This design comes from an exercise in tuning for small area on the open sky130 flow, not from production work.
The RTL was checked by simulation tests, not by an equivalence proof against the original design.
No activity file was given, so power comes from the tool's default toggle rates.

==> flow/design.v <==
module PKT_Detector #(
    parameter   DATA_WIDTH    = 8   ,
                PKT_CNT_WIDTH = 4   ,
                OUT_PKT_WIDTH = 160 
) (
    	input   logic                           reset     ,                                                      
    	input   logic                           clk       ,                                                     
    	input   logic   [DATA_WIDTH - 1 : 0]    data_in   ,                                                      
    	input   logic   			dataK     ,                                                      
   	output  logic   [PKT_CNT_WIDTH - 1 : 0] PKT_count ,                                                      
    	output  logic   [OUT_PKT_WIDTH - 1 : 0] PKT       ,                                                      
    	output  logic                           MRd	  , 
	output 	logic 				MWr	  , 
	output 	logic				IORd	  , 
	output	logic				IOWr	  , 
	output	logic				CfgRd0    , 
	output	logic				CfgWr0    , 
	output	logic				CfgRd1    , 
	output	logic				CfgWr1    , 
	output	logic				Cpl	  , 
	output	logic				Cp1D        
);
logic [DATA_WIDTH    - 1 : 0] data_counter ;
logic [OUT_PKT_WIDTH - 1 : 0] PKT_REG;
typedef enum logic {
    	IDLE    ,
	active
} state_t;
state_t current_state , next_state;
always_ff @( posedge clk or negedge reset ) begin : data_count
    if (!reset) 
    begin
        	data_counter <= 'b0;
		PKT_REG <= 'b0;
    end 
    else 
    begin
	if(next_state == IDLE)
	begin
        	data_counter <= 'b0;	
		PKT_REG <= PKT_REG;	
	end
	else
	begin
        	data_counter <= data_counter + 1;	
		PKT_REG <= {data_in, PKT_REG[159:8]};
	end
    end
end
always_ff @(posedge clk or negedge reset) begin : current_State_Logic
    if(!reset)
    begin
        current_state <= IDLE;
    end
    else
    begin
        current_state <= next_state;
    end
end
always_comb begin : Next_State_Logic 
    	case (current_state)
        IDLE   : begin
                    if((data_in == 'hFB) && (dataK == 1'b1))
                    begin
                        next_state = active;
                    end
                    else
                    begin
                        next_state = IDLE;
                    end
                end
        active: begin
			if(data_counter == 20)
			begin
				next_state = IDLE;
			end
			else
			begin
				next_state = active;
			end		
		end
	default: next_state = IDLE;
   endcase 
end
always_ff @(posedge clk or negedge reset) begin : Output
    if(!reset)
    begin
        PKT       <= 'b0;
        PKT_count <= 'b0;
        MRd       <= 'b0;
        MWr       <= 'b0;
        IORd      <= 'b0;     
        IOWr      <= 'b0; 
        CfgRd0    <= 'b0; 
        CfgWr0    <= 'b0; 
        CfgRd1    <= 'b0;   
        CfgWr1    <= 'b0; 
        Cpl       <= 'b0; 
        Cp1D      <= 'b0;
    end
    else
    begin
		if((data_counter == 20) && (PKT_REG[159:152] == 8'hFD))
		begin
			PKT <= PKT_REG;
			PKT_count <= PKT_count + 1;
			case(PKT_REG[31:24])
				8'h00: MRd    <= 1'b1;
				8'h01: MWr    <= 1'b1;
				8'h02: IORd   <= 1'b1; 
				8'h42: IOWr   <= 1'b1;
				8'h04: CfgRd0 <= 1'b1;
				8'h44: CfgWr0 <= 1'b1; 
				8'h05: CfgRd1 <= 1'b1;
				8'h45: CfgWr1 <= 1'b1;
				8'h0a: Cpl    <= 1'b1;
				8'h4a: Cp1D   <= 1'b1;
				default: begin
					MRd    <= 1'b0;
					MWr    <= 1'b0;
					IORd   <= 1'b0; 
					IOWr   <= 1'b0;
					CfgRd0 <= 1'b0;
					CfgWr0 <= 1'b0; 
					CfgRd1 <= 1'b0;
					CfgWr1 <= 1'b0;
					Cpl    <= 1'b0;
					Cp1D   <= 1'b0;
				end
			endcase
		end 
		else
		begin
			PKT 	  <= PKT;
			PKT_count <= PKT_count;
			IORd      <= 1'b0;
			MRd       <= 1'b0;
			MWr       <= 1'b0;
			IORd      <= 1'b0; 
			IOWr      <= 1'b0;
			CfgRd0    <= 1'b0;
			CfgWr0    <= 1'b0; 
			CfgRd1    <= 1'b0;
			CfgWr1    <= 1'b0;
			Cpl       <= 1'b0;
			Cp1D      <= 1'b0;
		end
    end
end
endmodule
==> flow/run.sh <==
#!/bin/bash
# synth_recipe.tcl (not shown) runs the flow's synth.tcl, then flattens the netlist and writes it again
# the make line also repeats each setting of config.mk as NAME=value (left out here)
make -C /OpenROAD-flow-scripts/flow DESIGN_CONFIG=/design/flow/config.mk WORK_HOME=/design/flow/orfs CLKGATE_MAP_FILE= SYNTH_SCRIPT=/design/flow/synth_recipe.tcl finish
==> flow/config.mk <==
export PLATFORM = sky130hd
export DESIGN_NAME = PKT_Detector
export DESIGN_NICKNAME = PKT_Detector
export VERILOG_FILES = /design/flow/design.v
export SDC_FILE = /design/flow/constraint.sdc
export NUM_CORES = 4
export LEC_CHECK = 0
export CAP_MARGIN = 20
export CORE_MARGIN = 2
export CORE_UTILIZATION = 40
export SLEW_MARGIN = 20
==> flow/constraint.sdc <==
create_clock -name core_clock -period 5.0 [get_ports {clk}]
set_input_delay 1.0000 -clock core_clock [delete_from_list [all_inputs] [get_ports {clk}]]
set_output_delay 1.0000 -clock core_clock [all_outputs]
set_load 0.01 [all_outputs]
==> results of run 1 <==
## final cells by class
cell class,instances,area (µm²),area share [%]
Multi-Input combinational cell,403,4109,24.86
Inverter,6,22.52,0.1363
Clock buffer,62,1215,7.350
Clock inverter,6,105.1,0.6359
Timing Repair Buffer,191,1949,11.79
Sequential cell,343,8583,51.93
Tap cell,435,544.3,3.293
## cells by family after synthesis
kind of cell,synth area share [%]
DFF,66.09
muxes,27.26
and+or+nand+nor,2.476
buffers and inverters,2.341
AOI/OAI and AO/OA,0.9346
xor gates and xnor gates,0.6070
adders and majority gates,0.2891
## power groups by stage
| stage | Combinational, µW | Sequential [µW] | Clock [µW] |
|---|---|---|---|
| after CTS | 641 | 3610 | 2960 |
| after detailed placement | 634 | 3660 | 0 |
| after global placement | 614 | 3650 | 0 |
| after floorplan | 536 | 3450 | 0 |
| final | 627 | 3590 | 2870 |
| after global routing | 701 | 3670 | 3090 |
## stage by stage
step / setup WS [ns] / std cells
floorplan: 2.605 / 793
global placement: 1.783 / 1378
detailed placement: 1.746 / 1378
CTS: 2.096 / 1446
global route: 1.921 / 1446
finish: 2.107 / 1446
## layout by cell type, fill, tap and decap left out, drive strengths merged, types with 3 or more instances in the layout
cell type and instances:
dfrtp 343, mux2 312, clkdlybuf4s50 183, clkbuf 62, nor2 21, a21oi 9
buf 8, or2 7, xor2 6, inv 6, o21ai 6, nand2 5
nand4 5, nand2b 4, and2 4, xnor2 3, nor2b 3, ha 3
clkinv 3, bufinv 3, nand3 3
## worst min-delay path by stage
| stage | from | to | cells after the start |
|---|---|---|---|
| after global routing | PKT[154] | PKT[154] | 1 |
| after detailed placement | PKT[158] | PKT[158] | 1 |
| after floorplan | data_counter[0] | data_counter[0] | 1 |
| final | PKT[155] | PKT[155] | 1 |
| after global placement | PKT[157] | PKT[157] | 1 |
| after CTS | PKT[155] | PKT[155] | 1 |
## routing by layer
layer	vias up	GRT usage, %	routed length (µm)
met3	33	3.912	1446
li1	3169	-	-
met1	3610	22.19	12050
met4	0	3.712	393
met5	-	0	0
met2	156	22.93	11320
## sequential cells by signal (all words and copies together) (netlist names), 4 cells and up
signal	flops
PKT	160
PKT_REG	160
data_counter	8
PKT_count	4
==> metrics.md, run 1 <==
| Metric | Value |
|---|---|
| Final ANT Viol Nets | `0` |
| Most frequent cells after synthesis | `343 x dfrtp_1, 301 x mux2_2, 28 x buf_4, 21 x nor2_1, 9 x a21oi_1` |
| Area grow syn2layout | `27.28%` |
| RSZ-0062 raised after global routing | `false` |
| Worst-Skew Late Latency | `0.51 ns` |
| Htree depth | `2` |
| Cell accounting for the most synthesized area | `dfrtp_1` |
| Placer Congestion | `0.7398` |
| FF-to-FF setup slack | `2.11 ns` |
| Post-synth top flop | `dfrtp_1` |
| FFs w/ async S/R, synth | `100.0%` |
| Critical path class | `reg2reg` |
| WP buf/inv | `2` |
| 1st-pass router iterations | `4` |
| Net switching power | `1664 µW` |
| Clock Path Buffers | `3` |
| Final #Nets | `997` |
| FF+latch count, synth | `343` |
| RR Startpoint | `data_counter[0]` |
| Final-report setup violation count | `0` |
| Largest net degree at the start of global routing | `141` |
| Hpwl dp | `15.54 mm` |
| EDFF count, synth | `0` |
| Initial DRC count | `280` |
| Port Buffers | `184` |
| Fin. max-slew vios | `0` |
| Initial Utilization | `40.84%` |
| Switching share of power | `23.45%` |
| Clock transition at path regs | `0.05 ns` |
| Pint | `5432 µW` |
| Slew headroom | `41.63%` |
| Final setup TNS | `0 ns` |
| Height of the die | `184.2 µm` |
| Power Total | `7096 µW` |
| Logic pwr share | `8.8%` |
| CP endpoint | `CfgWr1` |
| Mean Syn Cell Area | `16.38 µm²` |
| CP max-delay cell | `buf_4` |
| Util after Layout | `51.98%` |
| Total GRT Usage | `15.25%` |
| Clock Skews | `0.01114 ns` |
| Diode count | `0` |
| # hold bufs at CTS | `0` |
| CTS tree | `built` |
| Routed vias/inst | `4.819` |
| Fin crit share | `57.86%` |
| Vias in the first global route | `7315` |
| Io pins | `185` |
| Die area | `33920 µm²` |
| Worst IR drop on VDD | `0.0002113 V` |
| Arrival @ worst endpoint | `3.31 ns` |
| Die Width | `184.2 µm` |
| Critical Path Stages | `7` |
| FF-to-FF End | `CfgWr1` |
| Num Clock Sinks | `343` |
| Mapped Area | `12990 µm²` |
| Dpl cell area | `15210 µm²` |
| Register area share after synthesis | `66.09%` |
| Pwr dens | `429.3 nW/µm²` |
| Hold Worst Slack | `0.4631 ns` |
| CP endpoint kind | `register` |
| Critical-path cell list | `inv_1 -> ha_1 -> or3b_1 -> nor4_4 -> buf_4 -> nand3_2 -> nor2_1` |
| Synth area leaders | `dfrtp_1 66%, mux2_2 26%, buf_4 1.6%, mux2_4 0.81%, nor2_1 0.61%` |
| Initial antenna violation count | `0` |
| Class of the worst hold path | `reg2reg` |
| Post-CTS setup buffer count | `0` |
| Share of cells above drive strength 1 | `38.18%` |
| Global-route wire length before repair | `41.28 mm` |
| Synth cell types | `37` |
| Via count | `6968` |
| Syn Inst Count | `793` |
| Gr ovfl total | `0` |
| Slew @ Worst Pin | `0.8755 ns` |
| Flop pwr share | `50.6%` |
| Critical Path Source | `data_counter[0]` |
| Residual DRC count | `0` |
| Root Driver | `clkbuf_16` |
| Slowest Stage Delay on Critical Path | `0.69 ns` |
| Top-count cell post-synth | `dfrtp_1` |
| CP max FO | `66` |
| Max Cap Viol | `0` |
| Synth warn | `1` |
| # rows | `65` |
| Family with the most delay on the worst path | `simple AND/OR/NAND/NOR gates` |
| R2R cell count | `7` |
| WL/cell | `17.44 µm` |
| Fill count | `2700` |
| Leak | `0.007506 µW` |
| Share of power burned in the clock network | `40.5%` |
| Final Critical Period | `2.893 ns` |
| Post-synth top area share | `66.09%` |
| CTS resizes | `0` |
| Core area | `31800 µm²` |
| Max Freq | `345.7 MHz` |
| Status | `no timing/DRC/antenna violations` |
| Startpoint types | `register` |
| Design Area, Final | `16530 µm²` |
| Worst EP required | `5.41 ns` |
| Final hold vios | `0` |
| Total Wirelength | `25.22 mm` |
| Num CTS Buffers | `38` |
==> run 2: changes to the inputs <==
==> flow/design.v (replaced) <==
module PKT_Detector #(
    parameter   DATA_WIDTH    = 8   ,
                PKT_CNT_WIDTH = 4   ,
                OUT_PKT_WIDTH = 160
) (
    input   logic                           reset     ,
    input   logic                           clk       ,
    input   logic   [DATA_WIDTH - 1 : 0]    data_in   ,
    input   logic                           dataK     ,
    output  logic   [PKT_CNT_WIDTH - 1 : 0] PKT_count ,
    output  logic   [OUT_PKT_WIDTH - 1 : 0] PKT       ,
    output  logic                           MRd       ,
    output  logic                           MWr       ,
    output  logic                           IORd      ,
    output  logic                           IOWr      ,
    output  logic                           CfgRd0    ,
    output  logic                           CfgWr0    ,
    output  logic                           CfgRd1    ,
    output  logic                           CfgWr1    ,
    output  logic                           Cpl       ,
    output  logic                           Cp1D
);
logic [151:0] dl;
logic [4:0]   cnt;
logic [143:0] body;       
logic         valid;      
logic         pulse;      
wire last = (cnt == 5'd20);
wire good = last && (dl[7:0] == 8'hFD);
always_ff @(posedge clk) dl <= {dl[143:0], data_in};
always_ff @(posedge clk or negedge reset) begin
    if (!reset)
        cnt <= 5'd0;
    else if (cnt == 5'd0)
        cnt <= {4'd0, (data_in == 8'hFB) && dataK};
    else if (last)
        cnt <= 5'd0;
    else
        cnt <= cnt + 5'd1;
end
logic [143:0] incoming;
always_comb
    for (int k = 1; k <= 18; k++)
        incoming[8*(k-1) +: 8] = dl[8*(19-k) +: 8];
always_ff @(posedge clk or negedge reset) begin
    if (!reset) begin
        body      <= '0;
        valid     <= 1'b0;
        pulse     <= 1'b0;
        PKT_count <= '0;
    end else begin
        pulse <= good;
        if (good) begin
            body      <= incoming;
            valid     <= 1'b1;
            PKT_count <= PKT_count + 4'd1;
        end
    end
end
assign PKT = {valid ? 8'hFD : 8'h00, body, valid ? 8'hFB : 8'h00};
wire [7:0] ty = body[23:16];    
assign MRd    = pulse && ty == 8'h00;
assign MWr    = pulse && ty == 8'h01;
assign IORd   = pulse && ty == 8'h02;
assign IOWr   = pulse && ty == 8'h42;
assign CfgRd0 = pulse && ty == 8'h04;
assign CfgWr0 = pulse && ty == 8'h44;
assign CfgRd1 = pulse && ty == 8'h05;
assign CfgWr1 = pulse && ty == 8'h45;
assign Cpl    = pulse && ty == 8'h0a;
assign Cp1D   = pulse && ty == 8'h4a;
endmodule
==> metrics.md, run 2 <==
| Metric | Value |
|---|---|
| Via count | `4841 (-31%)` |
| FF-to-FF setup slack | `2.51 ns (+0.40 ns)` |
| Final #Nets | `748 (-25%)` |
| Biggest registers after layout | `dl x152, body x144, cnt x5` |
| Num CTS Buffers | `31 (-18%)` |
| Initial Utilization | `40.47% (-0.37 points)` |
| Port Buffers | `182 (-1.1%)` |
| Residual DRC count | `0 (unchanged)` |
| Critical path class | `reg2out` |
| Cell accounting for the most synthesized area | `dfrtp_1` |
| Gr ovfl total | `0 (unchanged)` |
| Met3 Use GR | `4.961% (+1.0 points)` |
| Initial antenna violation count | `1 (+1)` |
| Total GRT Usage | `14.18% (-1.1 points)` |
| Vias in the first global route | `5199 (-29%)` |
| Final setup TNS | `0 ns (unchanged)` |
| Worst hold path depth | `0 (-1)` |
| Final Critical Period | `3.833 ns (+0.9398 ns)` |
| Largest reg by FF count | `dl` |
| Clock Path Buffers | `3 (unchanged)` |
| Root Driver | `clkbuf_16` |
| Most frequent cells in the layout | `181 x clkdlybuf4s50_1, 155 x dfrtp_1, 152 x dfxtp_1` |
| Worst EP required | `4.00 ns (-1.41 ns)` |
| Clock Skews | `0.01779 ns (+0.006648 ns)` |
| Hold wc startpoint | `dl[139]` |
| 1st-pass router iterations | `4 (unchanged)` |
| Worst setup margin | `1.167 ns (-0.9398 ns)` |
| Mapped Area | `9756 µm² (-25%)` |
| Max reg flops | `152` |
| # rows | `57 (-12%)` |
| RR Startpoint | `cnt[0]` |
| Synth cell types | `37 (unchanged)` |
| Worst hold endpoint | `dl[147]` |
| Routed vias/inst | `4.470 (-7.2%)` |
| Leak | `0.005690 µW (-24%)` |
| EDFF count, synth | `0 (unchanged)` |
| Total Wirelength | `18.14 mm (-28%)` |
| WL/cell | `16.75 µm (-4.0%)` |
| Hpwl dp | `11.92 mm (-23%)` |
| Syn Inst Count | `548 (-31%)` |
| Placer Congestion | `0.7577 (+2.4%)` |
| Most frequent cells after synthesis | `155 x dfrtp_1, 152 x dfxtp_1, 100 x mux2_4, 28 x mux2_1, 18 x buf_4` |
| Share of cells above drive strength 1 | `23.58% (-15 points)` |
| Commonest non-fill, non-tap cell in the layout | `clkdlybuf4s50_1` |
| Num Clock Sinks | `307 (-10%)` |
| R2R cell count | `6 (-1)` |
| Initial DRC count | `174 (-38%)` |
| Place WS | `1.726 ns (-0.02042 ns)` |
| Mean Syn Cell Area | `17.80 µm² (+8.7%)` |
| Height of the die | `160.2 µm (-13%)` |
| Clock transition at path regs | `0.06 ns (about the same)` |
| Final-report setup violation count | `0 (unchanged)` |
| Global-route wire length before repair | `29.30 mm (-29%)` |
| FFs w/ async S/R, synth | `50.49% (-50 points)` |
| Slew headroom | `39.63% (-2.0 points)` |
| Synth area leaders | `dfrtp_1 40%, dfxtp_1 31%, mux2_4 15%, mux2_1 3.2%, buf_12 2.3%` |
| # hold bufs at CTS | `0 (unchanged)` |
| Largest net degree at the start of global routing | `120 (-15%)` |
| Critical-path cell list | `or4b_1 -> or3_1 -> nor4b_1 -> clkdlybuf4s50_1` |
| Die Width | `160.2 µm (-13%)` |
| Final ANT Viol Nets | `0 (unchanged)` |
| Slowest Stage Delay on Critical Path | `0.60 ns (-0.09 ns)` |
| CP endpoint kind | `primary output` |
| Htree depth | `1 (-1)` |
| Final hold vios | `0 (unchanged)` |
| Area grow syn2layout | `29.99%` |
| Diode count | `0 (unchanged)` |
| CP max-delay cell | `clkdlybuf4s50_1` |
| GR peak layer | `met2` |
| Register area share after synthesis | `70.95% (+4.9 points)` |
| CTS resizes | `0 (unchanged)` |
| Core area | `24110 µm² (-24%)` |
| Slew @ Worst Pin | `0.9055 ns (+0.02998 ns)` |
| Synth warn | `1 (unchanged)` |
| Fin. max-slew vios | `0 (unchanged)` |
| Io pins | `185 (unchanged)` |
| Status | `no timing/DRC/antenna violations` |
| Post-synth top flop | `dfrtp_1` |
| Arrival @ worst endpoint | `2.83 ns (-0.48 ns)` |
| Max Freq | `260.9 MHz (-25%)` |
| CP max FO | `4 (-94%)` |
| FF-to-FF End | `body[7]` |
| GRT met2 Usage | `22.04% (-0.89 points)` |
| Die area | `25650 µm² (-24%)` |
| Class of the worst hold path | `reg2reg` |
| Max Cap Viol | `0 (unchanged)` |
| Top-count cell post-synth | `dfrtp_1` |
| Fin crit share | `76.65% (+19 points)` |
| Util after Layout | `52.61% (+0.63 points)` |
| RSZ-0062 raised after global routing | `false` |
| GR Util met1 | `18.99% (-3.2 points)` |
| Startpoint types | `register` |
| Pwr dens | `390.3 nW/µm² (-9.1%)` |
| FF+latch count, synth | `307 (-10%)` |
| Post-synth top area share | `39.76% (-26 points)` |
| Post-CTS setup buffer count | `0 (unchanged)` |
| Worst IR drop on VDD | `0.0002424 V (+15%)` |
| CTS tree | `built` |
| Worst-Skew Late Latency | `0.55 ns (+0.04 ns)` |
==> run 2: cell count changes after synthesis, moves of 4 or more <==
| cell | before | now |
|---|---|---|
| mux2_2 | 301 | 17 |
| dfrtp_1 | 343 | 155 |
| dfxtp_1 | 0 | 152 |
| mux2_4 | 7 | 100 |
| mux2_1 | 4 | 28 |
| buf_12 | 0 | 11 |
| nor2_1 | 21 | 10 |
| buf_4 | 28 | 18 |
| a21oi_1 | 9 | 0 |
| buf_2 | 6 | 1 |
| clkbuf_1 | 5 | 0 |
| or2_2 | 7 | 2 |
| and2_1 | 4 | 0 |
==> run 2: worst max path at each step <==
| stage | depth (start not counted) | from | slack, ns | end |
|---|---|---|---|---|
| finish | 4 | body[21] | 1.17 | MWr |
| global route | 4 | body[20] | 1.03 | MWr |
| CTS | 4 | body[21] | 1.14 | MWr |
| detailed placement | 4 | body[21] | 1.73 | MWr |
| global placement | 4 | body[21] | 1.82 | MWr |
| floorplan | 3 | body[21] | 2.24 | MWr |
==> run 2: logic make-up (layout without fill, tap and decap cells) <==
kind of cell	after synthesis	after routing	synth area share (%)
buffers and inverters	39	249	4.348
adders and majority gates	3	3	0.3848
AOI/OAI and AO/OA	8	8	0.5259
xor gates and xnor gates	4	4	0.3591
and+or+nand+nor	41	41	2.809
other	1	2	0.03844
DFF	307	307	70.95
muxes	145	145	20.58
==> run 2: area by class of cell <==
| cell class | instances | area, µm² |
|---|---|---|
| clock buffer | 44 | 894.6 |
| clock inverter | 14 | 161.4 |
| timing repair buffer | 186 | 1866 |
| fill | 2031 | 11420 |
| inverter | 5 | 18.77 |
| tap | 324 | 405.4 |
| sequential | 307 | 6922 |
| multi-input combinational | 203 | 2414 |
==> run 2: power by group <==
part	switching [µW]	internal, µW
Sequential	36.3	2540
Clock	920	1400
Combinational	35.9	20.0
Total	992	3960
==> run 2: worst max-delay path, delay by kind of cell (launching register included) <==
family / cells / cell delay, ns
flops: 1 / 0.40
buf+inv: 1 / 0.60
simple gates: 3 / 1.29
==> run 2: stage by stage <==
| step | area (µm²) | power (µW) | cells | hold WS (ns) |
|---|---|---|---|---|
| floorplan | 9759 | 2623 | 549 | 0.3257 |
| global placement | 11620 | 2678 | 1025 | 0.3334 |
| detailed placement | 11620 | 2682 | 1025 | 0.3352 |
| CTS | 12680 | 5027 | 1083 | 0.3485 |
| global route | 12680 | 5153 | 1083 | 0.3545 |
| finish | 12680 | 4949 | 1083 | 0.3477 |
==> run 2: layer usage <==
| metal | part of all wire, % | routed length [µm] |
|---|---|---|
| met5 | 0 | 0 |
| met4 | 2.0 | 361 |
| met3 | 8.2 | 1489 |
| met2 | 45 | 8147 |
| met1 | 45 | 8143 |
==> run 3: changes to the inputs <==
--- a/flow/design.v
+++ b/flow/design.v
@@ -25,3 +25,3 @@
 logic [143:0] body;       
-logic         valid;      
+logic         valid_n;    
 logic         pulse;      
@@ -29,3 +29,5 @@
 wire good = last && (dl[7:0] == 8'hFD);
-always_ff @(posedge clk) dl <= {dl[143:0], data_in};
+logic [151:0] dl_n;
+always_ff @(posedge clk) dl_n <= {dl_n[143:0], ~data_in};
+assign dl = ~dl_n;
 always_ff @(posedge clk or negedge reset) begin
@@ -44,6 +46,9 @@
         incoming[8*(k-1) +: 8] = dl[8*(19-k) +: 8];
+logic [143:0] body_n;     
+always_ff @(posedge clk)
+    if (good) body_n <= ~incoming;    
+assign body = ~body_n;
 always_ff @(posedge clk or negedge reset) begin
     if (!reset) begin
-        body      <= '0;
-        valid     <= 1'b0;
+        valid_n   <= 1'b1;
         pulse     <= 1'b0;
@@ -53,4 +58,3 @@
         if (good) begin
-            body      <= incoming;
-            valid     <= 1'b1;
+            valid_n   <= 1'b0;
             PKT_count <= PKT_count + 4'd1;
@@ -59,3 +63,3 @@
 end
-assign PKT = {valid ? 8'hFD : 8'h00, body, valid ? 8'hFB : 8'h00};
+assign PKT = {!valid_n ? 8'hFD : 8'h00, body & ~{144{valid_n}}, !valid_n ? 8'hFB : 8'h00};
 wire [7:0] ty = body[23:16];    
==> metrics.md, run 3 <==
| Metric | Value |
|---|---|
| Post-synth top area share | `48.99% (+9.2 points)` |
| Net switching power | `912.7 µW (-8.0%)` |
| FF+latch count, synth | `307 (unchanged)` |
| Non-Filler Instances | `1039 (-4.1%)` |
| Port Buffers | `182 (unchanged)` |
| Num CTS Buffers | `29 (-6.5%)` |
| Largest reg by FF count | `dl_n` |
| Family with the most delay on the worst path | `flip-flops` |
| Startpoint types | `register` |
| Post-synth top flop | `dfxtp_1` |
| Routed vias/inst | `4.413 (-1.3%)` |
| # rows | `54 (-5.3%)` |
| Total Wirelength | `15.63 mm (-14%)` |
| Die Width | `152.5 µm (-4.8%)` |
| Die area | `23270 µm² (-9.3%)` |
| Max Freq | `282.2 MHz (+8.2%)` |
| RSZ-0062 raised after global routing | `false` |
| Pint | `4006 µW (+1.2%)` |
| Most frequent cells in the layout | `182 x clkdlybuf4s50_1, 152 x nor2_1, 152 x dfxtp_1` |
| Status | `no timing/DRC/antenna violations` |
| WL/cell | `15.04 µm (-10%)` |
| Synth warn | `1 (unchanged)` |
| Fin crit share | `70.86% (-5.8 points)` |
| Worst EP required | `4.00 ns (about the same)` |
| Pwr dens | `415.8 nW/µm² (+6.5%)` |
| Initial Utilization | `40.57% (+0.098 points)` |
| Worst-Skew Late Latency | `0.52 ns (-0.03 ns)` |
| Share of cells above drive strength 1 | `7.378% (-16 points)` |
| Leak | `0.004473 µW (-21%)` |
| 1st-pass router iterations | `4 (unchanged)` |
| Area grow syn2layout | `34.04%` |
| Max reg flops | `152 (unchanged)` |
| Num Clock Sinks | `307 (unchanged)` |
| Residual DRC count | `0 (unchanged)` |
| Hold Worst Slack | `0.3358 ns (-0.01188 ns)` |
| Global-route wire length before repair | `24.78 mm (-15%)` |
| Slowest Stage Delay on Critical Path | `0.90 ns (+0.30 ns)` |
| Arrival @ worst endpoint | `2.54 ns (-0.29 ns)` |
| Largest net degree at the start of global routing | `101 (-16%)` |
| Share of power burned in the clock network | `44.1% (-2.8 points)` |
| Fin. max-slew vios | `0 (unchanged)` |
| Initial DRC count | `200 (+15%)` |
| # hold bufs at CTS | `0 (unchanged)` |
| Io pins | `185 (unchanged)` |
| Logic pwr share | `0.4% (-0.7 points)` |
| Place WS | `2.010 ns (+0.2841 ns)` |
| Mean Syn Cell Area | `15.96 µm² (-10%)` |
| Root Driver | `clkbuf_16` |
| CTS tree | `built` |
| Slew @ Worst Pin | `0.7939 ns (-0.1117 ns)` |
| Total GRT Usage | `13.13% (-1.0 points)` |
| Register area share after synthesis | `86.60% (+16 points)` |
| Htree depth | `1 (unchanged)` |
| Most frequent cells after synthesis | `152 x dfxtp_1, 152 x nor2_1, 144 x edfxtp_1, 15 x buf_4, 14 x inv_1` |
| Placed cells | `987 (-3.7%)` |
| Synth cell types | `40 (+8.1%)` |
| Util after Layout | `54.38% (+1.8 points)` |
| Max Cap Viol | `0 (unchanged)` |
| Post-CTS setup buffer count | `0 (unchanged)` |
| Diode count | `0 (unchanged)` |
| Clock Skews | `0.01250 ns (-0.005289 ns)` |
| Hpwl dp | `10.32 mm (-13%)` |
| EDFF count, synth | `144 (+144)` |
| Clock Path Buffers | `3 (unchanged)` |
| Class of the worst hold path | `reg2reg` |
| Height of the die | `152.5 µm (-4.8%)` |
| FFs w/ async S/R, synth | `3.583% (-47 points)` |
| Clock transition at path regs | `0.06 ns (about the same)` |
| Final ANT Viol Nets | `0 (unchanged)` |
| CP max FO | `100 (+96)` |
| Final Critical Period | `3.543 ns (-0.2896 ns)` |
| Final setup TNS | `0 ns (unchanged)` |
| Slew headroom | `47.08% (+7.4 points)` |
| Commonest non-fill, non-tap cell in the layout | `clkdlybuf4s50_1` |
| WP buf/inv | `2 (+1)` |
| Final-report setup violation count | `0 (unchanged)` |
| Placer Congestion | `0.7687 (+1.5%)` |
| CTS resizes | `0 (unchanged)` |
| Synth area leaders | `edfxtp_1 49%, dfxtp_1 34%, nor2_1 6.5%, dfrtp_1 2.8%, buf_4 1.3%` |
| Critical path class | `reg2out` |
| Switching share of power | `18.56% (-1.5 points)` |
| Critical-path cell list | `buf_12 -> nor2_1 -> clkdlybuf4s50_1` |
| Vias in the first global route | `4754 (-8.6%)` |
| Syn Inst Count | `553 (+0.91%)` |
| Biggest registers after layout | `dl_n x152, body_n x144, cnt x5` |
| Gr ovfl total | `0 (unchanged)` |
| Mapped Area | `8826 µm² (-9.5%)` |
| Initial antenna violation count | `0 (-1)` |
| Worst setup margin | `1.457 ns (+0.2896 ns)` |
| Worst IR drop on VDD | `0.0002371 V (-2.2%)` |
| CP max-delay cell | `dfstp_4` |
| Final hold vios | `0 (unchanged)` |
| Final #Nets | `752 (+0.53%)` |
| Core area | `21760 µm² (-9.7%)` |
| Flop pwr share | `55.4% (+3.4 points)` |
| Cell accounting for the most synthesized area | `edfxtp_1` |
| Via count | `4585 (-5.3%)` |
| CP endpoint kind | `primary output` |
## run 3: changes by cell type in the layout (fill, tap and decap cells not counted), sizes merged, moves of 3 or more
| cell | change |
|---|---|
| dfrtp | -145 |
| edfxtp | +144 |
| mux2 | -144 |
| nor2 | +142 |
| clkbuf | -9 |
| inv | +7 |
| clkinv | +4 |
| nor4 | -3 |
| xor2 | -3 |
## run 3: power by group through the flow
stage | sequential [µW] | combinational [µW] | clock (µW)
after floorplan | 2770 | 9.88 | 0
after global placement | 2780 | 20.4 | 0
after detailed placement | 2780 | 21.6 | 0
after CTS | 2730 | 21.7 | 2230
after global routing | 2730 | 24.4 | 2340
final | 2730 | 21.3 | 2170
## run 3: final cells by class
class                      count  area [µm²]
fill                        1777        9926
sequential                   307        7647
timing repair buffer         185        1869
multi-input combinational    201       947.2
clock buffer                  35       768.2
tap                          280       350.3
clock inverter                17       195.2
inverter                      14       52.55
## run 3: metal layers
metal  share of wire (%)  wire length (µm)  global-route usage, %
met5                   0                 0                      0
met4                 2.4               379                  3.924
met3                 8.5              1322                  4.608
met2                  47              7422                  22.09
met1                  42              6505                  16.05
## run 3: path summary, 6_finish.rpt
path                               start           end  slack, ns  cells after the start
worst max-delay path             valid_n       PKT[53]       1.46                      3
min in group asynchronous          reset        cnt[4]       0.84                      1
max in group asynchronous          reset  PKT_count[0]       3.79                      1
worst min-delay path            dl_n[68]      dl_n[76]       0.34                      0
worst min register to register  dl_n[68]      dl_n[76]       0.34                      0
worst max register to register    cnt[0]    body_n[34]       2.39                      5
## run 3: worst register-to-register path: cells and delay by family, from the launching register on
family        cells  cell delay (ns)
simple gates      2             0.77
buf+inv           2             0.76
flops             1             0.43
fa+ha+maj         1             0.22
## run 3: logic make-up after synthesis
group | count (synthesis) | share of synthesized area (%)
multiplexers | 1 | 0.1701
flip-flops | 307 | 86.60
buffers and inverters | 46 | 2.764
XOR/XNOR | 3 | 0.2978
AND/OR/NAND/NOR | 180 | 8.818
adder cells (fa/ha/maj) | 3 | 0.4253
other | 1 | 0.04249
AO/OA/AOI/OAI | 12 | 0.8790
## run 3: per-stage QoR
| step | area, µm² | total power, µW |
|---|---|---|
| finish | 11830 | 4919 |
| global route | 11830 | 5095 |
| CTS | 11830 | 4984 |
| detailed placement | 10870 | 2804 |
| global placement | 10870 | 2799 |
| floorplan | 8830 | 2778 |
==> run 4: changes to the inputs <==
--- a/flow/design.v
+++ b/flow/design.v
@@ -26,3 +26,2 @@
 logic         valid_n;    
-logic         pulse;      
 wire last = (cnt == 5'd20);
@@ -35,6 +34,6 @@
         cnt <= 5'd0;
-    else if (cnt == 5'd0)
+    else if (cnt == 5'd0 || cnt == 5'd21)
         cnt <= {4'd0, (data_in == 8'hFB) && dataK};
     else if (last)
-        cnt <= 5'd0;
+        cnt <= good ? 5'd21 : 5'd0;
     else
@@ -53,6 +52,4 @@
         valid_n   <= 1'b1;
-        pulse     <= 1'b0;
         PKT_count <= '0;
     end else begin
-        pulse <= good;
         if (good) begin
@@ -64,2 +61,3 @@
 assign PKT = {!valid_n ? 8'hFD : 8'h00, body & ~{144{valid_n}}, !valid_n ? 8'hFB : 8'h00};
+wire       pulse = (cnt == 5'd21);
 wire [7:0] ty = body[23:16];    
==> flow/flow/run.sh (new file) <==
#!/bin/bash
# The standard ORFS layout (standard.sh), with two changes:
#  - port buffers are the smallest buffer (buf_1) instead of the default clkdlybuf4s50_1;
#  - clock tree: small clock buffers, large sink clusters, no dummy loads.
set -euo pipefail
bash standard.sh \
  "BUFFER_PORTS_ARGS=-buffer_cell sky130_fd_sc_hd__buf_1" \
  "CTS_ARGS=-sink_clustering_enable -repair_clock_nets -dont_use_dummy_load -buf_list sky130_fd_sc_hd__clkbuf_8 -sink_clustering_size 22 -sink_clustering_max_diameter 50" \
  finish > standard_flow.log 2>&1
==> flow/standard.sh (new file) <==
#!/bin/bash
# synth_recipe.tcl (not shown) runs the flow's synth.tcl, then flattens the netlist and writes it again
# the make line also repeats each setting of config.mk as NAME=value (left out here)
make -C /OpenROAD-flow-scripts/flow DESIGN_CONFIG=/design/flow/config.mk WORK_HOME=/design/flow/orfs CLKGATE_MAP_FILE= SYNTH_SCRIPT=/design/flow/synth_recipe.tcl "${@:-finish}"
--- a/flow/config.mk
+++ b/flow/config.mk
@@ -7,5 +7,6 @@
 export LEC_CHECK = 0
+export ABC_AREA = 1
 export CAP_MARGIN = 20
 export CORE_MARGIN = 2
-export CORE_UTILIZATION = 40
+export CORE_UTILIZATION = 65
 export SLEW_MARGIN = 20
removed: flow/run.sh
==> metrics.md, run 4 <==
| Metric | Value |
|---|---|
| Status | `no timing/DRC/antenna violations` |
| CP endpoint kind | `primary output` |
| Vias in the first global route | `4172 (-12%)` |
| Area grow syn2layout | `11.50%` |
| Hold wc startpoint | `dl_n[48]` |
| Flop pwr share | `72.8% (+17 points)` |
| CTS tree | `built` |
| CP endpoint | `PKT[130]` |
| Die Width | `121.1 µm (-21%)` |
| # hold bufs at CTS | `0 (unchanged)` |
| Largest family of logic cells by synthesized area | `simple AND/OR/NAND/NOR gates` |
| Share of power burned in the clock network | `26.4% (-18 points)` |
| WP buf/inv | `2 (unchanged)` |
| Synth Area in Compound Gates | `0.05611% (-0.82 points)` |
| Top-count cell post-synth | `nor2_1` |
| Most frequent cells in the layout | `182 x buf_1, 164 x nor2_1, 152 x dfxtp_1` |
| FF-to-FF End | `body_n[23]` |
| Critical-path cell list | `buf_4 -> nor2_1 -> buf_1` |
| Num Clock Sinks | `306 (-0.33%)` |
| Cell accounting for the most synthesized area | `edfxtp_1` |
| Mapped Area | `8920 µm² (+1.1%)` |
| Synth area leaders | `edfxtp_1 48%, dfxtp_1 34%, nor2_1 6.9%, dfrtp_1 2.5%, nand2_1 1.3%` |
| Final-report setup violation count | `0 (unchanged)` |
| Die area | `14680 µm² (-37%)` |
| Port Buffers | `182 (unchanged)` |
| Max reg flops | `152 (unchanged)` |
| Register area share after synthesis | `85.41% (-1.2 points)` |
| Critical Path Source | `valid_n` |
| Worst setup margin | `1.695 ns (+0.2377 ns)` |
| Synth warn | `1 (unchanged)` |
| Most frequent cells after synthesis | `164 x nor2_1, 152 x dfxtp_1, 144 x edfxtp_1, 32 x nand2_1, 29 x inv_1` |
| RSZ-0062 raised after global routing | `false` |
| Syn Inst Count | `598 (+8.1%)` |
| CP max FO | `72 (-28%)` |
| FFs w/ async S/R, synth | `3.268% (-0.32 points)` |
| Diode count | `0 (unchanged)` |
| Share of cells above drive strength 1 | `4.016% (-3.4 points)` |
| Worst IR drop on VDD | `0.0002991 V (+26%)` |
| CTS resizes | `0 (unchanged)` |
| Total Wirelength | `13.31 mm (-15%)` |
| Gr ovfl total | `0 (unchanged)` |
| Multiplexer area fraction after synthesis | `0% (-0.17 points)` |
| Post-synth top area share | `48.48% (-0.52 points)` |
| Clock Path Buffers | `3 (unchanged)` |
| Initial DRC count | `335 (+68%)` |
| Slowest Stage Delay on Critical Path | `1.05 ns (+0.15 ns)` |
| Final #Nets | `789 (+4.9%)` |
| Hpwl dp | `8.722 mm (-15%)` |
| Post-synthesis adder-cell area fraction | `0.5611% (+0.14 points)` |
| Class of the worst hold path | `reg2reg` |
| Fill count | `865 (-51%)` |
| Hold Worst Slack | `0.3297 ns (-0.006141 ns)` |
| Final setup TNS | `0 ns (unchanged)` |
| Area occupied by multi-input gates | `1003 µm² (+5.9%)` |
| R2R cell count | `5 (unchanged)` |
| Post-CTS setup buffer count | `0 (unchanged)` |
| Final ANT Viol Nets | `0 (unchanged)` |
| Max Cap Viol | `0 (unchanged)` |
| Switching share of power | `18.53% (-0.025 points)` |
| Family with the most delay on the worst path | `flip-flops` |
| FF-to-FF setup slack | `2.67 ns (+0.28 ns)` |
| Leak | `0.003737 µW (-16%)` |
| Critical Path Stages | `3 (unchanged)` |
| Synth cell types | `24 (-40%)` |
| Pwr dens | `375.2 nW/µm² (-9.8%)` |
| Mean Syn Cell Area | `14.92 µm² (-6.5%)` |
| Initial Utilization | `66.83% (+26 points)` |
| Commonest non-fill, non-tap cell in the layout | `buf_1` |
| Largest net degree at the start of global routing | `137 (+36%)` |
| Slew @ Worst Pin | `0.7565 ns (-0.03736 ns)` |
| Core area | `13350 µm² (-39%)` |
| Htree depth | `1 (unchanged)` |
| Fin crit share | `66.11% (-4.8 points)` |
| Simple-gate area share of the yosys netlist | `10.16% (+1.3 points)` |
| Net switching power | `691.5 µW (-24%)` |
| Clock Skews | `0.05268 ns (+0.04018 ns)` |
| Critical path class | `reg2out` |
| Arrival @ worst endpoint | `2.31 ns (-0.23 ns)` |
| Initial antenna violation count | `0 (unchanged)` |
| FF+latch count, synth | `306 (-0.33%)` |
| Worst-Skew Late Latency | `0.52 ns (about the same)` |
| Largest reg by FF count | `dl_n` |
| Logic pwr share | `0.8% (+0.4 points)` |
| Total GRT Usage | `17.73% (+4.6 points)` |
| Residual DRC count | `0 (unchanged)` |
| Root Driver | `clkbuf_8` |
| CP max-delay cell | `dfstp_4` |
| Final hold vios | `0 (unchanged)` |
| WL/cell | `14.04 µm (-6.7%)` |
| Startpoint types | `register` |
| Biggest registers after layout | `dl_n x152, body_n x144, cnt x5` |
| Placer Congestion | `0.7903 (+2.8%)` |
| Post-synth top flop | `dfxtp_1` |
| Worst EP required | `4.00 ns (about the same)` |
| Max Freq | `302.5 MHz (+7.2%)` |
| Io pins | `185 (unchanged)` |
| Register area | `7622 µm² (-0.33%)` |
| Via count | `4590 (+0.11%)` |
| RR Startpoint | `cnt[0]` |
| Post-synthesis xor/xnor area fraction | `0.3928% (+0.095 points)` |
| Final Critical Period | `3.305 ns (-0.2377 ns)` |
| 1st-pass router iterations | `4 (unchanged)` |
| Slew headroom | `49.57% (+2.5 points)` |
| EDFF count, synth | `144 (unchanged)` |
| Num CTS Buffers | `19 (-34%)` |
| Global-route wire length before repair | `20.19 mm (-19%)` |
| Height of the die | `121.1 µm (-21%)` |
| Fin. max-slew vios | `0 (unchanged)` |
| Clock transition at path regs | `0.11 ns (+0.05 ns)` |
| # rows | `42 (-22%)` |
| Place WS | `2.189 ns (+0.1791 ns)` |
| Pint | `3040 µW (-24%)` |
| Routed vias/inst | `4.842 (+9.7%)` |
[run 4: changes by cell type after synthesis, sizes merged, moves of 4 or more]
cell	before	now
nand3	1	9
nor2	152	166
nand2	4	32
o21ai	5	1
nand2b	4	0
nand4	4	8
inv	14	32
[run 4: stage by stage]
step                      util [%]  total power (µW)  cells  instance area (µm²)
after floorplan                  -              2784    599                 8924
after global placement       72.55              2800    929                 9684
after detailed placement     72.55              2806    929                 9684
after CTS                    74.51              3776    948                 9946
after global routing         74.51              3885    948                 9946
final                        74.51              3732    948                 9946
[run 4: layout make-up]
cell class / count / share of cell area (%)
inverters: 32 / 1.208
multi-input cells: 230 / 10.09
clock buffers: 19 / 2.629
flip-flops and latches: 306 / 76.64
well taps: 176 / 2.214
repair buffers: 185 / 7.221
[run 4: per-layer routing]
layer,wire length (µm),global-route usage (%)
met5,0,0
met4,277,5.532
met3,876,4.276
met2,6234,28.05
met1,5923,24.79
[run 4: worst min-delay path by stage]
stage / slack, ns / endpoint / cells after the start
2_1_floorplan: 0.33 / dl_n[100] / 0
3_3_place_gp: 0.33 / dl_n[39] / 0
3_5_place_dp: 0.33 / dl_n[103] / 0
4_1_cts: 0.33 / dl_n[47] / 0
5_1_grt: 0.33 / dl_n[56] / 0
6_report: 0.33 / dl_n[56] / 0
[run 4: logic make-up (layout without fill, tap and decap cells)]
logic type | after synthesis | in the layout
buffers and inverters | 63 | 236
flip-flops | 306 | 306
other | 1 | 2
XOR/XNOR | 4 | 4
AO/OA/AOI/OAI | 1 | 1
AND/OR/NAND/NOR | 219 | 219
adder cells (fa/ha/maj) | 4 | 4
[run 4: power groups by stage]
| stage | registers [µW] | clock network [µW] | logic (µW) |
|---|---|---|---|
| floorplan | 2760 | 0 | 23.1 |
| global placement | 2770 | 0 | 29.7 |
| detailed placement | 2770 | 0 | 31.9 |
| CTS | 2720 | 1030 | 32.0 |
| global route | 2720 | 1120 | 37.4 |
| finish | 2720 | 985 | 31.5 |
==> run 5: changes to the inputs <==
--- a/flow/config.mk
+++ b/flow/config.mk
@@ -11,2 +11,3 @@
 export CORE_UTILIZATION = 65
+export PLACE_DENSITY = 0.85
 export SLEW_MARGIN = 20
==> metrics.md, run 5 <==
| Metric | Value |
|---|---|
| Max Freq | `281.1 MHz (-7.1%)` |
| Cell accounting for the most synthesized area | `edfxtp_1` |
| Root Driver | `clkbuf_8` |
| Mapped Area | `8920 µm² (unchanged)` |
| Area grow syn2layout | `11.40% (about the same)` |
| Non-Filler Instances | `948 (unchanged)` |
| RSZ-0062 raised after global routing | `false` |
| Die Width | `121.1 µm (unchanged)` |
| Critical path class | `reg2out` |
| Status | `no timing/DRC/antenna violations` |
| Flop pwr share | `72.7% (about the same)` |
| Fin. max-slew vios | `0 (unchanged)` |
| Syn Inst Count | `598 (unchanged)` |
| Initial Utilization | `66.83% (unchanged)` |
| Clock Path Buffers | `3 (unchanged)` |
| Critical-path cell list | `buf_4 -> nor2_1 -> buf_1` |
| Via count | `4657 (+1.5%)` |
| CTS resizes | `0 (unchanged)` |
| Max reg flops | `152 (unchanged)` |
| Height of the die | `121.1 µm (unchanged)` |
| Pwr dens | `376.2 nW/µm² (+0.28%)` |
| Hold Worst Slack | `0.3164 ns (-0.01328 ns)` |
| Switching share of power | `18.67% (+0.14 points)` |
| Final ANT Viol Nets | `0 (unchanged)` |
| Diode count | `0 (unchanged)` |
| Global-route wire length before repair | `22.15 mm (+9.7%)` |
| Clock Skews | `0.07028 ns (+0.01759 ns)` |
| Final #Nets | `789 (unchanged)` |
| # hold bufs at CTS | `0 (unchanged)` |
| Design Area, Final | `9937 µm² (about the same)` |
| Mean Syn Cell Area | `14.92 µm² (unchanged)` |
| Slew @ Worst Pin | `0.8127 ns (+0.05616 ns)` |
| Synth warn | `1 (unchanged)` |
| Share of cells above drive strength 1 | `4.016% (unchanged)` |
| Max Cap Viol | `0 (unchanged)` |
| Worst-Skew Late Latency | `0.53 ns (about the same)` |
| Worst EP required | `4.00 ns (about the same)` |
| Slowest Stage Delay on Critical Path | `1.05 ns (about the same)` |
| Vias in the first global route | `4422 (+6.0%)` |
| Most frequent cells after synthesis | `164 x nor2_1, 152 x dfxtp_1, 144 x edfxtp_1, 32 x nand2_1, 29 x inv_1` |
| Final setup TNS | `0 ns (unchanged)` |
| CP max-delay cell | `dfstp_4` |
| Register area share after synthesis | `85.41% (unchanged)` |
| Most frequent cells in the layout | `182 x buf_1, 164 x nor2_1, 152 x dfxtp_1` |
| Final hold vios | `0 (unchanged)` |
| Io pins | `185 (unchanged)` |
| Htree depth | `1 (unchanged)` |
| Logic pwr share | `0.9% (about the same)` |
| Port Buffers | `182 (unchanged)` |
| WL/cell | `15.25 µm (+8.6%)` |
| Num Clock Sinks | `306 (unchanged)` |
| Routed vias/inst | `4.912 (+1.5%)` |
| Initial DRC count | `328 (-2.1%)` |
| Clock transition at path regs | `0.12 ns (about the same)` |
| EDFF count, synth | `144 (unchanged)` |
| Commonest non-fill, non-tap cell in the layout | `buf_1` |
| Worst IR drop on VDD | `0.0003085 V (+3.2%)` |
| Net switching power | `698.2 µW (+0.97%)` |
| CP max FO | `78 (+8.3%)` |
| Synth area leaders | `edfxtp_1 48%, dfxtp_1 34%, nor2_1 6.9%, dfrtp_1 2.5%, nand2_1 1.3%` |
| Initial antenna violation count | `0 (unchanged)` |
| Final Critical Period | `3.558 ns (+0.2522 ns)` |
| Slew headroom | `45.82% (-3.7 points)` |
| Fill count | `852 (-1.5%)` |
| Gr ovfl total | `0 (unchanged)` |
| Fin crit share | `71.15% (+5.0 points)` |
| Placed cells | `929 (unchanged)` |
| FF+latch count, synth | `306 (unchanged)` |
| Largest net degree at the start of global routing | `89 (-35%)` |
| CTS tree | `built` |
| Dpl cell area | `9672 µm² (-0.13%)` |
| Biggest registers after layout | `dl_n x152, body_n x144, cnt x5` |
| Num CTS Buffers | `19 (unchanged)` |
| Hpwl dp | `9.822 mm (+13%)` |
| Pint | `3041 µW (about the same)` |
| Post-synth top flop | `dfxtp_1` |
| Total Wirelength | `14.46 mm (+8.6%)` |
| Residual DRC count | `0 (unchanged)` |
| Largest reg by FF count | `dl_n` |
| Top-count cell post-synth | `nor2_1` |
| Synth cell types | `24 (unchanged)` |
| 1st-pass router iterations | `5 (+1)` |
| Class of the worst hold path | `reg2reg` |
| Die area | `14680 µm² (unchanged)` |
| Post-CTS setup buffer count | `0 (unchanged)` |
| Total GRT Usage | `19.49% (+1.8 points)` |
| CP endpoint kind | `primary output` |
| FFs w/ async S/R, synth | `3.268% (unchanged)` |
| Post-synth top area share | `48.48% (unchanged)` |
| Share of power burned in the clock network | `26.4% (about the same)` |
| Core area | `13350 µm² (unchanged)` |
| # rows | `42 (unchanged)` |
| Placer Congestion | `0.7999 (+1.2%)` |
| Power Total | `3739 µW (+0.19%)` |
| Final-report setup violation count | `0 (unchanged)` |
| Leak | `0.003735 µW (about the same)` |
| Arrival @ worst endpoint | `2.56 ns (+0.25 ns)` |
| Startpoint types | `register` |
run 5: cell counts after synthesis:
Identical to the previous run, type by type.
run 5: final timing paths:
check / startpoint / endpoint / slack (ns) / cells after the start
min: dl_n[19] / dl_n[27] / 0.32 / 0
max: valid_n / PKT[26] / 1.44 / 3
max reg2reg: cnt[0] / body_n[23] / 2.90 / 5
min in group asynchronous: reset / cnt[4] / 0.47 / 1
max in group asynchronous: reset / valid_n / 4.16 / 1
min reg2reg: dl_n[19] / dl_n[27] / 0.32 / 0
run 5: cells by family (layout without fill, tap and decap cells):
family          Yosys count  in the layout  synth area share, %
flops                   306            306                85.41
other cells               1              2              0.04204
fa+ha+maj                 4              4               0.5611
xor+xnor                  4              4               0.3928
buf+inv                  63            236                3.380
compound gates            1              1              0.05606
simple gates            219            219                10.16
run 5: final cells by class:
cell class                      count  area [µm²]  share of cell area [%]
Timing Repair Buffer              185       709.4                   7.139
Inverter                           32       120.1                   1.209
Tap cell                          176       220.2                   2.216
Sequential cell                   306        7622                   76.71
Multi-Input combinational cell    230        1003                   10.10
Clock buffer                       19       261.5                   2.632
run 5: metal layers:
layer / track usage [%] / vias to the layer above / share of wire, %
met5: 0 / - / 0
met4: 4.885 / 0 / 1.6
met3: 4.605 / 22 / 6.8
met2: 33.88 / 174 / 51
met1: 24.98 / 2193 / 41
li1: - / 2268 / -
run 5: worst max-delay path, delay by kind of cell (launching register included):
kind,cells,cell delay (ns)
buffers and inverters,2,0.78
AND/OR/NAND/NOR,1,0.14
flip-flops,1,1.05
run 5: stage by stage:
stage	setup slack (ns)	util, %
3_3_place_gp	2.031	72.46
3_5_place_dp	1.978	72.46
4_1_cts	1.437	74.42
6_report	1.442	74.45
5_1_grt	1.269	74.45
2_1_floorplan	1.525	-
run 5: power by group through the flow:
| stage | Clock [µW] | Sequential (µW) | Combinational, µW |
|---|---|---|---|
| 6_report | 988 | 2720 | 32.5 |
| 5_1_grt | 1110 | 2730 | 37.4 |
| 4_1_cts | 1020 | 2720 | 32.9 |
| 3_5_place_dp | 0 | 2780 | 32.9 |
| 3_3_place_gp | 0 | 2770 | 29.1 |
| 2_1_floorplan | 0 | 2760 | 23.1 |
==> run 6: changes to the inputs <==
--- a/flow/flow/run.sh
+++ b/flow/flow/run.sh
@@ -7,3 +7,3 @@
   "BUFFER_PORTS_ARGS=-buffer_cell sky130_fd_sc_hd__buf_1" \
-  "CTS_ARGS=-sink_clustering_enable -repair_clock_nets -dont_use_dummy_load -buf_list sky130_fd_sc_hd__clkbuf_8 -sink_clustering_size 22 -sink_clustering_max_diameter 50" \
+  "CTS_ARGS=-sink_clustering_enable -repair_clock_nets -dont_use_dummy_load -buf_list sky130_fd_sc_hd__clkbuf_8" \
   finish > standard_flow.log 2>&1
--- a/flow/config.mk
+++ b/flow/config.mk
@@ -11,3 +11,2 @@
 export CORE_UTILIZATION = 65
-export PLACE_DENSITY = 0.85
 export SLEW_MARGIN = 20
==> metrics.md, run 6 <==
| Metric | Value |
|---|---|
| Global-route wire length before repair | `20.99 mm (-5.2%)` |
| Placer Congestion | `0.7903 (-1.2%)` |
| 1st-pass router iterations | `5 (unchanged)` |
| Arrival @ worst endpoint | `2.29 ns (-0.27 ns)` |
| Residual DRC count | `0 (unchanged)` |
| Total Wirelength | `13.65 mm (-5.6%)` |
| Mean Syn Cell Area | `14.92 µm² (unchanged)` |
| Height of the die | `121.1 µm (unchanged)` |
| Synth area leaders | `edfxtp_1 48%, dfxtp_1 34%, nor2_1 6.9%, dfrtp_1 2.5%, nand2_1 1.3%` |
| Die area | `14680 µm² (unchanged)` |
| Critical-path cell list | `buf_4 -> nor2_1 -> buf_1` |
| Most frequent cells after synthesis | `164 x nor2_1, 152 x dfxtp_1, 144 x edfxtp_1, 32 x nand2_1, 29 x inv_1` |
| # hold bufs at CTS | `0 (unchanged)` |
| Clock Path Buffers | `3 (unchanged)` |
| CTS tree | `built` |
| RSZ-0062 raised after global routing | `false` |
| Multiplexer area fraction after synthesis | `0% (unchanged)` |
| Via count | `4725 (+1.5%)` |
| Hold wc startpoint | `dl_n[46]` |
| Final-report setup violation count | `0 (unchanged)` |
| Fin. max-slew vios | `0 (unchanged)` |
| Worst EP required | `4.00 ns (about the same)` |
| Critical path class | `reg2out` |
| Biggest registers after layout | `dl_n x152, body_n x144, cnt x5` |
| RR Startpoint | `cnt[0]` |
| Commonest non-fill, non-tap cell in the layout | `buf_1` |
| # rows | `42 (unchanged)` |
| FFs w/ async S/R, synth | `3.268% (unchanged)` |
| Area grow syn2layout | `15.36%` |
| Max Freq | `303.9 MHz (+8.1%)` |
| FF+latch count, synth | `306 (unchanged)` |
| Syn Inst Count | `598 (unchanged)` |
| Worst IR drop on VDD | `0.0003144 V (+1.9%)` |
| Die Width | `121.1 µm (unchanged)` |
| Class of the worst hold path | `reg2reg` |
| CTS resizes | `0 (unchanged)` |
| Simple-gate area share of the yosys netlist | `10.16% (unchanged)` |
| Routed vias/inst | `4.856 (-1.1%)` |
| Slew headroom | `49.53% (+3.7 points)` |
| CP endpoint kind | `primary output` |
| Top-count cell post-synth | `nor2_1` |
| Design Area, Final | `10290 µm² (+3.6%)` |
| Register area share after synthesis | `85.41% (unchanged)` |
| CP max-delay cell | `dfstp_4` |
| Largest reg by FF count | `dl_n` |
| Port Buffers | `182 (unchanged)` |
| Initial antenna violation count | `0 (unchanged)` |
| Leak | `0.003917 µW (+4.9%)` |
| Family with the most delay on the worst path | `flip-flops` |
| Clock Skews | `0.04858 ns (-0.02170 ns)` |
| Total GRT Usage | `18.79% (-0.70 points)` |
| Slowest Stage Delay on Critical Path | `1.02 ns (-0.03 ns)` |
| Fill count | `847 (-0.59%)` |
| Initial DRC count | `291 (-11%)` |
| Share of cells above drive strength 1 | `7.026% (+3.0 points)` |
| Clock transition at path regs | `0.06 ns (-0.06 ns)` |
| Core area | `13350 µm² (unchanged)` |
| Slew @ Worst Pin | `0.7571 ns (-0.05561 ns)` |
| Dpl cell area | `9684 µm² (+0.13%)` |
| Num CTS Buffers | `44 (+25)` |
| WL/cell | `14.03 µm (-8.0%)` |
| Critical Path Source | `valid_n` |
| Io pins | `185 (unchanged)` |
| Htree depth | `2 (+1)` |
| Post-synth top area share | `48.48% (unchanged)` |
| Cell accounting for the most synthesized area | `edfxtp_1` |
| Post-CTS setup buffer count | `0 (unchanged)` |
| Vias in the first global route | `4471 (+1.1%)` |
| Post-synth top flop | `dfxtp_1` |
| EDFF count, synth | `144 (unchanged)` |
| Max reg flops | `152 (unchanged)` |
| Max Cap Viol | `0 (unchanged)` |
| Final ANT Viol Nets | `0 (unchanged)` |
| Final Critical Period | `3.291 ns (-0.2670 ns)` |
| Final #Nets | `814 (+3.2%)` |
| CP max FO | `72 (-7.7%)` |
| Util after Layout | `77.09% (+2.6 points)` |
| Status | `no timing/DRC/antenna violations` |
| Final setup TNS | `0 ns (unchanged)` |
| Initial Utilization | `66.83% (unchanged)` |
| WP buf/inv | `2 (unchanged)` |
| Post-synthesis xor/xnor area fraction | `0.3928% (unchanged)` |
| Fin crit share | `65.81% (-5.3 points)` |
| Most frequent cells in the layout | `182 x buf_1, 164 x nor2_1, 152 x dfxtp_1` |
| Largest net degree at the start of global routing | `137 (+54%)` |
| Synth warn | `1 (unchanged)` |
| Final hold vios | `0 (unchanged)` |
| Post-synthesis adder-cell area fraction | `0.5611% (unchanged)` |
| Mapped Area | `8920 µm² (unchanged)` |
| Root Driver | `clkbuf_8` |
| Largest family of logic cells by synthesized area | `simple AND/OR/NAND/NOR gates` |
| Synth Area in Compound Gates | `0.05611% (unchanged)` |
| Startpoint types | `register` |
| Hpwl dp | `8.722 mm (-11%)` |
| Pwr dens | `414.7 nW/µm² (+10%)` |
| Synth cell types | `24 (unchanged)` |
| Gr ovfl total | `0 (unchanged)` |
| Diode count | `0 (unchanged)` |
| Num Clock Sinks | `306 (unchanged)` |
| Worst-Skew Late Latency | `0.53 ns (about the same)` |
==> run 6: layer usage <==
metal | vias to the layer above | GRT usage (%) | wire length [µm]
li1 | 2325 | - | -
met1 | 2186 | 24.33 | 5817
met2 | 183 | 29.25 | 6565
met3 | 31 | 5.263 | 898
met4 | 0 | 9.914 | 369
met5 | - | 0 | 0
==> run 6: cell type report <==
| class | count | area (µm²) | area share [%] |
|---|---|---|---|
| Clock buffer | 44 | 605.6 | 5.885 |
| Inverter | 32 | 120.1 | 1.167 |
| Multi-Input combinational cell | 230 | 1003 | 9.752 |
| Sequential cell | 306 | 7622 | 74.08 |
| Tap cell | 176 | 220.2 | 2.140 |
| Timing Repair Buffer | 185 | 718.2 | 6.980 |
==> run 6: power by group <==
part | leakage [µW] | total, µW | switching (µW) | internal, µW
clock | 0.000316 | 1510 | 738 | 776
combinational | 0.000887 | 31.6 | 20.5 | 11.1
sequential | 0.00271 | 2720 | 31.6 | 2690
total | 0.00392 | 4270 | 790 | 3480
==> run 6: cells by family (layout without fill, tap and decap cells) <==
group	count (synthesis)	count (layout)
AOI/OAI and AO/OA	1	1
xor gates and xnor gates	4	4
adders and majority gates	4	4
buffers and inverters	63	261
DFF	306	306
other	1	2
and+or+nand+nor	219	219
==> run 6: metrics by stage <==
stage	hold WS (ns)	power, µW	setup slack [ns]	cells
floorplan	0.3265	2784	1.525	599
global placement	0.3290	2800	2.266	929
detailed placement	0.3328	2806	2.189	929
CTS	0.2991	4326	1.648	973
global route	0.3052	4438	1.540	973
finish	0.3097	4268	1.709	973
==> run 6: final timing paths <==
check | end | slack (ns) | cells after the start
setup / recovery | PKT[130] | 1.71 | 3
hold / removal | dl_n[54] | 0.31 | 0
setup reg to reg | body_n[69] | 2.68 | 5
hold reg to reg | dl_n[54] | 0.31 | 0
max in group asynchronous | cnt[0] | 4.13 | 1
min in group asynchronous | cnt[4] | 0.47 | 1
==> run 7: changes to the inputs <==
--- a/flow/flow/run.sh
+++ b/flow/flow/run.sh
@@ -7,3 +7,3 @@
   "BUFFER_PORTS_ARGS=-buffer_cell sky130_fd_sc_hd__buf_1" \
-  "CTS_ARGS=-sink_clustering_enable -repair_clock_nets -dont_use_dummy_load -buf_list sky130_fd_sc_hd__clkbuf_8" \
+  "CTS_ARGS=-sink_clustering_enable -repair_clock_nets -dont_use_dummy_load -buf_list sky130_fd_sc_hd__clkbuf_8 -sink_clustering_size 20 -sink_clustering_max_diameter 60" \
   finish > standard_flow.log 2>&1
--- a/flow/config.mk
+++ b/flow/config.mk
@@ -8,5 +8,5 @@
 export ABC_AREA = 1
-export CAP_MARGIN = 20
+export CAP_MARGIN = 0
 export CORE_MARGIN = 2
-export CORE_UTILIZATION = 65
-export SLEW_MARGIN = 20
+export CORE_UTILIZATION = 68
+export SLEW_MARGIN = 0
==> metrics.md, run 7 <==
| Metric | Value |
|---|---|
| Status | `no timing/DRC/antenna violations` |
| Routed vias/inst | `4.828 (-0.59%)` |
| Register area share after synthesis | `85.41% (unchanged)` |
| Pwr dens | `374.3 nW/µm² (-9.8%)` |
| Total GRT Usage | `18.56% (-0.23 points)` |
| EDFF count, synth | `144 (unchanged)` |
| Io pins | `185 (unchanged)` |
| Initial DRC count | `285 (-2.1%)` |
| CP max FO | `82 (+14%)` |
| Commonest non-fill, non-tap cell in the layout | `buf_1` |
| Root Driver | `clkbuf_8` |
| Worst IR drop on VDD | `0.0003624 V (+15%)` |
| Clock Path Buffers | `3 (unchanged)` |
| FF+latch count, synth | `306 (unchanged)` |
| Leak | `0.003742 µW (-4.5%)` |
| Critical path class | `reg2out` |
| Num Clock Sinks | `306 (unchanged)` |
| # rows | `41 (-2.4%)` |
| Diode count | `0 (unchanged)` |
| Synth area leaders | `edfxtp_1 48%, dfxtp_1 34%, nor2_1 6.9%, dfrtp_1 2.5%, nand2_1 1.3%` |
| Mapped Area | `8920 µm² (unchanged)` |
| Share of cells above drive strength 1 | `4.140% (-2.9 points)` |
| Post-synth top area share | `48.48% (unchanged)` |
| Max Cap Viol | `0 (unchanged)` |
| Post-synth top flop | `dfxtp_1` |
| Synth cell types | `24 (unchanged)` |
| Most frequent cells after synthesis | `164 x nor2_1, 152 x dfxtp_1, 144 x edfxtp_1, 32 x nand2_1, 29 x inv_1` |
| Startpoint types | `register` |
| Via count | `4562 (-3.4%)` |
| Syn Inst Count | `598 (unchanged)` |
| Final hold vios | `0 (unchanged)` |
| Placer Congestion | `0.7991 (+1.1%)` |
| GRT met2 Usage | `31.54% (+2.3 points)` |
| GR peak layer | `met2` |
| Slew @ Worst Pin | `0.7072 ns (-0.04988 ns)` |
| Max Freq | `304.2 MHz (+0.10%)` |
| WL/cell | `14.23 µm (+1.5%)` |
| Initial Utilization | `70.11% (+3.3 points)` |
| Final ANT Viol Nets | `0 (unchanged)` |
| Htree depth | `1 (-1)` |
| Hpwl dp | `9.322 mm (+6.9%)` |
| Final-report setup violation count | `0 (unchanged)` |
| Arrival @ worst endpoint | `2.29 ns (about the same)` |
| Cell accounting for the most synthesized area | `edfxtp_1` |
| Area grow syn2layout | `11.53%` |
| CP endpoint kind | `primary output` |
| Worst-Skew Late Latency | `0.51 ns (-0.02 ns)` |
| Worst EP required | `4.00 ns (about the same)` |
| Largest reg by FF count | `dl_n` |
| Fill count | `808 (-4.6%)` |
| Fin. max-slew vios | `0 (unchanged)` |
| Fin crit share | `65.75% (-0.068 points)` |
| Final #Nets | `790 (-2.9%)` |
| 1st-pass router iterations | `4 (-1)` |
| Largest net degree at the start of global routing | `83 (-39%)` |
| Height of the die | `118.5 µm (-2.2%)` |
| FFs w/ async S/R, synth | `3.268% (unchanged)` |
| FF-to-FF setup slack | `2.48 ns (-0.20 ns)` |
| RSZ-0062 raised after global routing | `false` |
| Slew headroom | `52.85% (+3.3 points)` |
| Power Total | `3723 µW (-13%)` |
| Most frequent cells in the layout | `182 x buf_1, 164 x nor2_1, 152 x dfxtp_1` |
| Final Critical Period | `3.287 ns (-0.003380 ns)` |
| Max reg flops | `152 (unchanged)` |
| Core area | `12720 µm² (-4.7%)` |
| Total Wirelength | `13.45 mm (-1.5%)` |
| Initial antenna violation count | `0 (unchanged)` |
| CTS resizes | `0 (unchanged)` |
| Biggest registers after layout | `dl_n x152, body_n x144, cnt x5` |
| Synth warn | `1 (unchanged)` |
| Clock Skews | `0.04736 ns (-0.001220 ns)` |
| # hold bufs at CTS | `0 (unchanged)` |
| Vias in the first global route | `4230 (-5.4%)` |
| Residual DRC count | `0 (unchanged)` |
| Num CTS Buffers | `19 (-57%)` |
| Die Width | `118.5 µm (-2.2%)` |
| Gr ovfl total | `0 (unchanged)` |
| Met3 Use GR | `3.523% (-1.7 points)` |
| Post-CTS setup buffer count | `0 (unchanged)` |
| Final setup TNS | `0 ns (unchanged)` |
| Mean Syn Cell Area | `14.92 µm² (unchanged)` |
| Die area | `14050 µm² (-4.3%)` |
| GR Util met1 | `25.17% (+0.84 points)` |
| CTS tree | `built` |
| Clock transition at path regs | `0.10 ns (+0.04 ns)` |
| Port Buffers | `182 (unchanged)` |
| Class of the worst hold path | `reg2reg` |
| Top-count cell post-synth | `nor2_1` |
| Global-route wire length before repair | `20.69 mm (-1.4%)` |
run 7: cell counts after synthesis:
No cell type changed its count.
run 7: final timing paths:
| kind | from | cells past startpoint | end |
|---|---|---|---|
| max | valid_n | 3 | PKT[83] |
| min | dl_n[40] | 0 | dl_n[48] |
| max reg2reg | cnt[0] | 5 | body_n[122] |
| min reg2reg | dl_n[40] | 0 | dl_n[48] |
| max in group asynchronous | reset | 1 | PKT_count[1] |
| min in group asynchronous | reset | 1 | cnt[3] |
run 7: kinds of logic after synthesis:
kind of cell / count (synthesis) / share of synthesized area, %
flip-flops: 306 / 85.41
AND/OR/NAND/NOR: 219 / 10.16
buffers and inverters: 63 / 3.380
XOR/XNOR: 4 / 0.3928
adder cells (fa/ha/maj): 4 / 0.5611
AO/OA/AOI/OAI: 1 / 0.05606
other: 1 / 0.04204
run 7: layer usage:
| layer | vias to the layer above | part of all wire [%] |
|---|---|---|
| li1 | 2270 | - |
| met1 | 2123 | 42 |
| met2 | 147 | 50 |
| met3 | 22 | 6.2 |
| met4 | 0 | 1.4 |
| met5 | - | 0 |
run 7: through the flow:
step	instance area, µm²	hold WS (ns)	utilization (%)	worst slack (ns)	instances
floorplan	8924	0.3265	-	1.525	599
global placement	9687	0.3281	76.14	2.238	926
detailed placement	9687	0.3335	76.14	2.172	926
CTS	9948	0.3178	78.20	1.641	945
global route	9948	0.3134	78.20	1.505	945
finish	9948	0.3159	78.20	1.713	945
run 7: area by class of cell:
cell class                 count  area, µm²  area share (%)
clock buffer                  19      261.5           2.629
inverter                      32      120.1           1.207
multi-input combinational    230       1003           10.09
sequential                   306       7622           76.62
tap                          172      215.2           2.163
timing repair buffer         186      725.7           7.295
run 7: worst max-delay path: stages (launching register included):
cell and delay (ns):
dfstp_4 1.09, buf_4 0.44, nor2_1 0.10, buf_1 0.15
run 7: power breakdown:
group	switching (µW)	internal, µW	total (µW)
clock	628	345	973
sequential	32.5	2680	2720
combinational	21.8	11.3	33.1
total	683	3040	3720

==> port drivers added, routing unchanged <==
The flow's constraints put no driver on any port. The routed layouts listed below were extracted and timed again, unchanged, in two steps. Step 1 sets driving cells, clkbuf_16 on the clock port and buf_2 on the other inputs (assumed; they add their load-dependent delay and slew). Step 2 also shifts input and output timing later by t, the mid clock arrival at the registers, as if the neighbouring blocks saw the same clock. Slacks: ideal / step 1 / step 2; pairs: ideal / step 1.
run	shift t [ns]	setup WS [ns]	cell pins on the clock port's net
run 1	0.550	2.107 / 2.107 / 1.782	1
run 2	0.585	1.167 / 1.125 / 1.710	1
run 3	0.559	1.457 / 1.415 / 1.974	1
run 4	0.528	1.695 / 1.661 / 2.188	1
run 5	0.530	1.442 / 1.410 / 1.940	1
run 6	0.539	1.709 / 1.672 / 2.212	1
run 7	0.520	1.713 / 1.678 / 2.198	1
After both steps setup and hold are still met in every run listed. The setup slack of run 1, which loses most, moves by 0.000 ns with the drivers and by -0.325 ns with both steps.
